Context: an optimization exercise on an open-source flow, tuned for a short achievable clock period and few clock cycles. The choices shown serve that exercise and are no tape-out recipe. No activity file was given, so power comes from the tool's default toggle rates.

## SingleCycleProc
module SingleCycleProc(CLK, Reset_L, startPC, currentPC, instruction, dMemAddr, dMemWriteData, dMemWrite, dMemOut);
   input CLK;
   input Reset_L;
   input [63:0] startPC;
   output [63:0] currentPC;
   input [31:0] instruction;    
   output [63:0] dMemAddr;      
   output [63:0] dMemWriteData;
   output 	 dMemWrite;
   input [63:0]  dMemOut;       
   reg [63:0] pcF;
   reg        xValid;           
   reg        xWr;              
   reg        xLd, xSt;
   reg        xCin, xLogic, xOr;
   reg [4:0]  xRd;
   reg [63:0] xA, xB, xSD;      
   reg [8:0]  xImm;             
   reg        btbV;             
   reg [61:0] btbPC, btbTgt;
   reg        cbzV;             
   reg [61:0] cbzPC, cbzPC1;    
   reg [61:0] cbzTgt;
   reg [4:0]  cbzRt;
   assign currentPC = pcF;
   wire [4:0] rm = instruction[20:16];
   wire [4:0] rn = instruction[9:5];
   wire [4:0] rt = instruction[4:0];
  ...
Size in the first run: roughly 11,000 cells after synthesis, about 2,600 flip-flops.
==> module SingleCycleProc, before the edit <==
module SingleCycleProc(CLK, Reset_L, startPC, currentPC, instruction, dMemAddr, dMemWriteData, dMemWrite, dMemOut);
   input CLK;
   input Reset_L;
   input [63:0] startPC;
   output [63:0] currentPC;
   input [31:0] instruction;    
   output [63:0] dMemAddr;      
   output [63:0] dMemWriteData;
   output 	 dMemWrite;
   input [63:0]  dMemOut;       
   reg [63:0] pcF;
   reg        xValid;           
   reg        xWr;              
   reg        xLd, xSt;
   reg        xCin, xLogic, xOr;
   reg [4:0]  xRd;
   reg [63:0] xA, xB, xSD;      
   reg [8:0]  xImm;             
   reg        btbV;             
   reg [61:0] btbPC, btbTgt;
   reg        cbzV;             
   reg [61:0] cbzPC, cbzPC1;    
   reg [61:0] cbzTgt;
   reg [4:0]  cbzRt;
   assign currentPC = pcF;
   wire [4:0] rm = instruction[20:16];
   wire [4:0] rn = instruction[9:5];
   wire [4:0] rt = instruction[4:0];
   wire isLd, isSt, isAdd, isSub, isAnd, isOrr, isCBZ, isB;
   SingleCycleControl control(isLd, isSt, isAdd, isSub, isAnd, isOrr, isCBZ, isB, instruction[31:21]);
   wire isR = isAdd | isSub | isAnd | isOrr;
   wire [63:0] aluRes;
   wire        aluZero;
   ALU mainALU(aluRes, aluZero, xA, xB, xCin, xLogic, xOr);
   wire [63:0] wData = xLd ? dMemOut : aluRes;
   wire        wZero = xLd ? ~|dMemOut : aluZero;
   wire        wEn   = xValid & xWr & Reset_L;
   wire [9:0]  aLo = {1'b0, xA[8:0]} + {1'b0, xImm};
   wire [54:0] aHi = xA[63:9];
   wire [54:0] aHiInc, aHiDec;
   IncDec #(55) aid(aHiInc, aHiDec, aHi);
   assign dMemAddr      = {(xImm[8] == aLo[9]) ? aHi : (aLo[9] ? aHiInc : aHiDec), aLo[8:0]};
   assign dMemWriteData = xSD;
   assign dMemWrite     = xValid & xSt & Reset_L;
   wire [63:0] rfA, rfB, rfC;
   wire        rfCZero;
   RegisterFile registers(rfA, rfB, rfC, rfCZero, wData, wZero, rn, rm, rt, xRd, wEn, CLK);
   wire fwd  = xValid & xWr;
   wire fwdA = fwd & (xRd == rn);
   wire fwdB = fwd & (xRd == rm);
   wire fwdC = fwd & (xRd == rt);
   wire [63:0] valA = fwdA ? wData : rfA;
   wire [63:0] valB = fwdB ? wData : rfB;
   wire [63:0] valC = fwdC ? wData : rfC;
   wire        zeroC = fwdC ? wZero : rfCZero;
   wire [63:0] bTarget, cTarget, pcPlus4;
   NextPClogic next(bTarget, cTarget, pcPlus4, pcF, instruction);
   wire cbzTaken = isCBZ & zeroC;
   wire btbHit = Reset_L & btbV & (pcPlus4[63:2] == btbPC);
   wire [63:0] fallPC = btbHit ? {btbTgt, 2'b00} : pcPlus4;
   wire cHit = Reset_L & cbzV & (pcPlus4[63:2] == cbzPC) & isR & (rt == cbzRt);
   wire [61:0] cFall = (btbV & (btbPC == cbzPC1)) ? btbTgt : cbzPC1;
   wire [63:0] fzC = {valA[62:0] | valB[62:0], 1'b0};
   wire fZero = isSub ? (valA == valB) :
                isAnd ? ~|(valA & valB) :
                isOrr ? ~|(valA | valB) :
                        ~|(valA ^ valB ^ fzC);
   wire [63:0] cNext = {(fZero ? cbzTgt : cFall), 2'b00};
   wire [63:0] nextPC = isB ? bTarget : (cbzTaken ? cTarget : (cHit ? cNext : fallPC));
   wire capture = (pcF == startPC);
   wire runF    = Reset_L | capture;
   always @(posedge CLK) begin
      pcF    <= runF ? nextPC : startPC;
      xValid <= runF;
      xWr    <= (isR | isLd) & (rt != 5'd31);
      xLd    <= isLd;
      xSt    <= isSt;
      xCin   <= isSub;
      xLogic <= isAnd | isOrr;
      xOr    <= isOrr;
      xRd    <= rt;
      xA     <= valA;
      xB     <= isSub ? ~valB : valB;
      xImm   <= instruction[20:12];
      xSD    <= valC;
      if (!Reset_L)
        cbzV <= 1'b0;
      else if (isCBZ & (rt != 5'd31)) begin
        cbzV   <= 1'b1;
        cbzPC  <= pcF[63:2];
        cbzPC1 <= pcPlus4[63:2];
        cbzTgt <= cTarget[63:2];
        cbzRt  <= rt;
      end
      if (!Reset_L)
        btbV <= 1'b0;
      else if (isB) begin
        btbV   <= 1'b1;
        btbPC  <= pcF[63:2];
        btbTgt <= bTarget[63:2];
      end
   end
endmodule
clock: 17.0 ns
lec_check: 0
abc_clock_period_in_ps: 4000
cap_margin: 20
core_margin: 2
core_utilization: 35
place_density: 0.5
slew_margin: 20
standard.sh (not shown) runs the stock make flow with config.mk's settings and CLKGATE_MAP_FILE= SYNTH_SCRIPT=/design/flow/synth_recipe.tcl, a recipe that flattens the netlist after the stock synthesis.
==> flow/flow/run.sh <==
#!/bin/bash
# The standard layout (the standard.sh: unchanged synthesis and steps,
# the design's clock period and constraints in constraint.sdc), with two
# repair settings changed:
#  - MATCH_CELL_FOOTPRINT 0: the resizer may swap a cell for one with another
#    footprint (the port buffers ORFS inserts are clkdlybuf4s50_1 cells,
#    which otherwise can only be resized within their own footprint).
set -euo pipefail
bash standard.sh SETUP_SLACK_MARGIN=10.5 MATCH_CELL_FOOTPRINT=0 finish > standard_flow.log 2>&1
The starting point finished with timing, DRC and antenna clean.
Next try:
--- a/flow/design.v
+++ b/flow/design.v
@@ -160,9 +160,9 @@
    reg        xLd, xSt;
    reg        xCin, xLogic, xOr;
    reg [4:0]  xRd;
    reg [63:0] xA, xB, xSD;      
-   reg [8:0]  xImm;             
+   reg [63:0] xAddr;            
    reg        btbV;             
    reg [61:0] btbPC, btbTgt;
    reg        cbzV;             
    reg [61:0] cbzPC, cbzPC1;    
@@ -180,13 +180,9 @@
    ALU mainALU(aluRes, aluZero, xA, xB, xCin, xLogic, xOr);
    wire [63:0] wData = xLd ? dMemOut : aluRes;
    wire        wZero = xLd ? ~|dMemOut : aluZero;
    wire        wEn   = xValid & xWr & Reset_L;
-   wire [9:0]  aLo = {1'b0, xA[8:0]} + {1'b0, xImm};
-   wire [54:0] aHi = xA[63:9];
-   wire [54:0] aHiInc, aHiDec;
-   IncDec #(55) aid(aHiInc, aHiDec, aHi);
-   assign dMemAddr      = {(xImm[8] == aLo[9]) ? aHi : (aLo[9] ? aHiInc : aHiDec), aLo[8:0]};
+   assign dMemAddr      = xAddr;
    assign dMemWriteData = xSD;
    assign dMemWrite     = xValid & xSt & Reset_L;
    wire [63:0] rfA, rfB, rfC;
    wire        rfCZero;
@@ -198,26 +194,34 @@
    wire [63:0] valA = fwdA ? wData : rfA;
    wire [63:0] valB = fwdB ? wData : rfB;
    wire [63:0] valC = fwdC ? wData : rfC;
    wire        zeroC = fwdC ? wZero : rfCZero;
+   wire [8:0]  imm9 = instruction[20:12];
+   wire [9:0]  aLo  = {1'b0, valA[8:0]} + {1'b0, imm9};
+   wire [54:0] aHi  = valA[63:9];
+   wire [54:0] aHiInc, aHiDec;
+   IncDec #(55) aid(aHiInc, aHiDec, aHi);
+   wire [63:0] addrF = {(imm9[8] == aLo[9]) ? aHi : (aLo[9] ? aHiInc : aHiDec), aLo[8:0]};
    wire [63:0] bTarget, cTarget, pcPlus4;
    NextPClogic next(bTarget, cTarget, pcPlus4, pcF, instruction);
    wire cbzTaken = isCBZ & zeroC;
    wire btbHit = Reset_L & btbV & (pcPlus4[63:2] == btbPC);
    wire [63:0] fallPC = btbHit ? {btbTgt, 2'b00} : pcPlus4;
    wire cHit = Reset_L & cbzV & (pcPlus4[63:2] == cbzPC) & isR & (rt == cbzRt);
    wire [61:0] cFall = (btbV & (btbPC == cbzPC1)) ? btbTgt : cbzPC1;
-   wire [63:0] fzC = {valA[62:0] | valB[62:0], 1'b0};
-   wire fZero = isSub ? (valA == valB) :
-                isAnd ? ~|(valA & valB) :
-                isOrr ? ~|(valA | valB) :
-                        ~|(valA ^ valB ^ fzC);
-   wire [63:0] cNext = {(fZero ? cbzTgt : cFall), 2'b00};
-   wire [63:0] nextPC = isB ? bTarget : (cbzTaken ? cTarget : (cHit ? cNext : fallPC));
+   wire [63:0] fzX = valA ^ valB;
+   wire [63:0] fzC = {valA[62:0] | valB[62:0], 1'b0} & {64{isAdd}};
+   wire [63:0] fzT = (isAdd | isSub) ? (fzX ^ fzC) :
+                     isAnd ? (valA & valB) : (valA | valB);
+   wire fZero = ~|fzT;
+   wire foldTaken = cHit & fZero;
    wire capture = (pcF == startPC);
    wire runF    = Reset_L | capture;
+   wire [63:0] seqPC  = cHit ? {cFall, 2'b00} : fallPC;
+   wire [63:0] nextPC = isB ? bTarget : (cbzTaken ? cTarget : seqPC);
+   wire [63:0] pcD    = foldTaken ? {cbzTgt, 2'b00} : (runF ? nextPC : startPC);
    always @(posedge CLK) begin
-      pcF    <= runF ? nextPC : startPC;
+      pcF    <= pcD;
       xValid <= runF;
       xWr    <= (isR | isLd) & (rt != 5'd31);
       xLd    <= isLd;
       xSt    <= isSt;
@@ -226,9 +230,9 @@
       xOr    <= isOrr;
       xRd    <= rt;
       xA     <= valA;
       xB     <= isSub ? ~valB : valB;
-      xImm   <= instruction[20:12];
+      xAddr  <= addrF;
       xSD    <= valC;
       if (!Reset_L)
         cbzV <= 1'b0;
       else if (isCBZ & (rt != 5'd31)) begin
Effect: The new run passed the timing, design-rule and antenna checks; worst setup slack is better by 440 ps; routed wire length is higher by 7.8%; flip-flop and latch count is higher by 55; power is lower by about 0.6%; sequential share of layout area is higher by 0.49 points; critical path depth is higher by 5; area after synthesis is higher by 2.3%; maximum frequency is higher by about 5%; cell count is higher by about 5%; worst hold slack is worse by 4.5 ps.
No functional check of the RTL was part of any run of this note.

## static timing again, ports no longer ideal
No port has a modelled driver above. Below, the same layouts with a new extraction and two added sets of constraints. Step 1, drivers: a clkbuf_16 drives CLK and a buf_2 each remaining input, both assumed. Step 2 moves the port delays by t, midway between the first and last clock arrival at a register: inputs arrive t later, outputs are due t later. That takes back most of the time a late clock gives input paths. a / b / c = ideal / step 1 / step 2; a / b = the first two.
run	shift t [ns]	setup WS [ns]	worst register clock-pin slew, ns	worst data-port slew with drivers (ns)
the first run	1.079	8.260 / 8.147 / 7.536	0.08 / 0.08	0.49
the second run	1.093	8.700 / 8.426 / 7.333	0.07 / 0.07	0.63
After both steps every run listed still meets setup and hold. For the second run, which loses most, drivers alone change the setup slack by -0.274 ns; drivers and shift together by -1.367 ns.
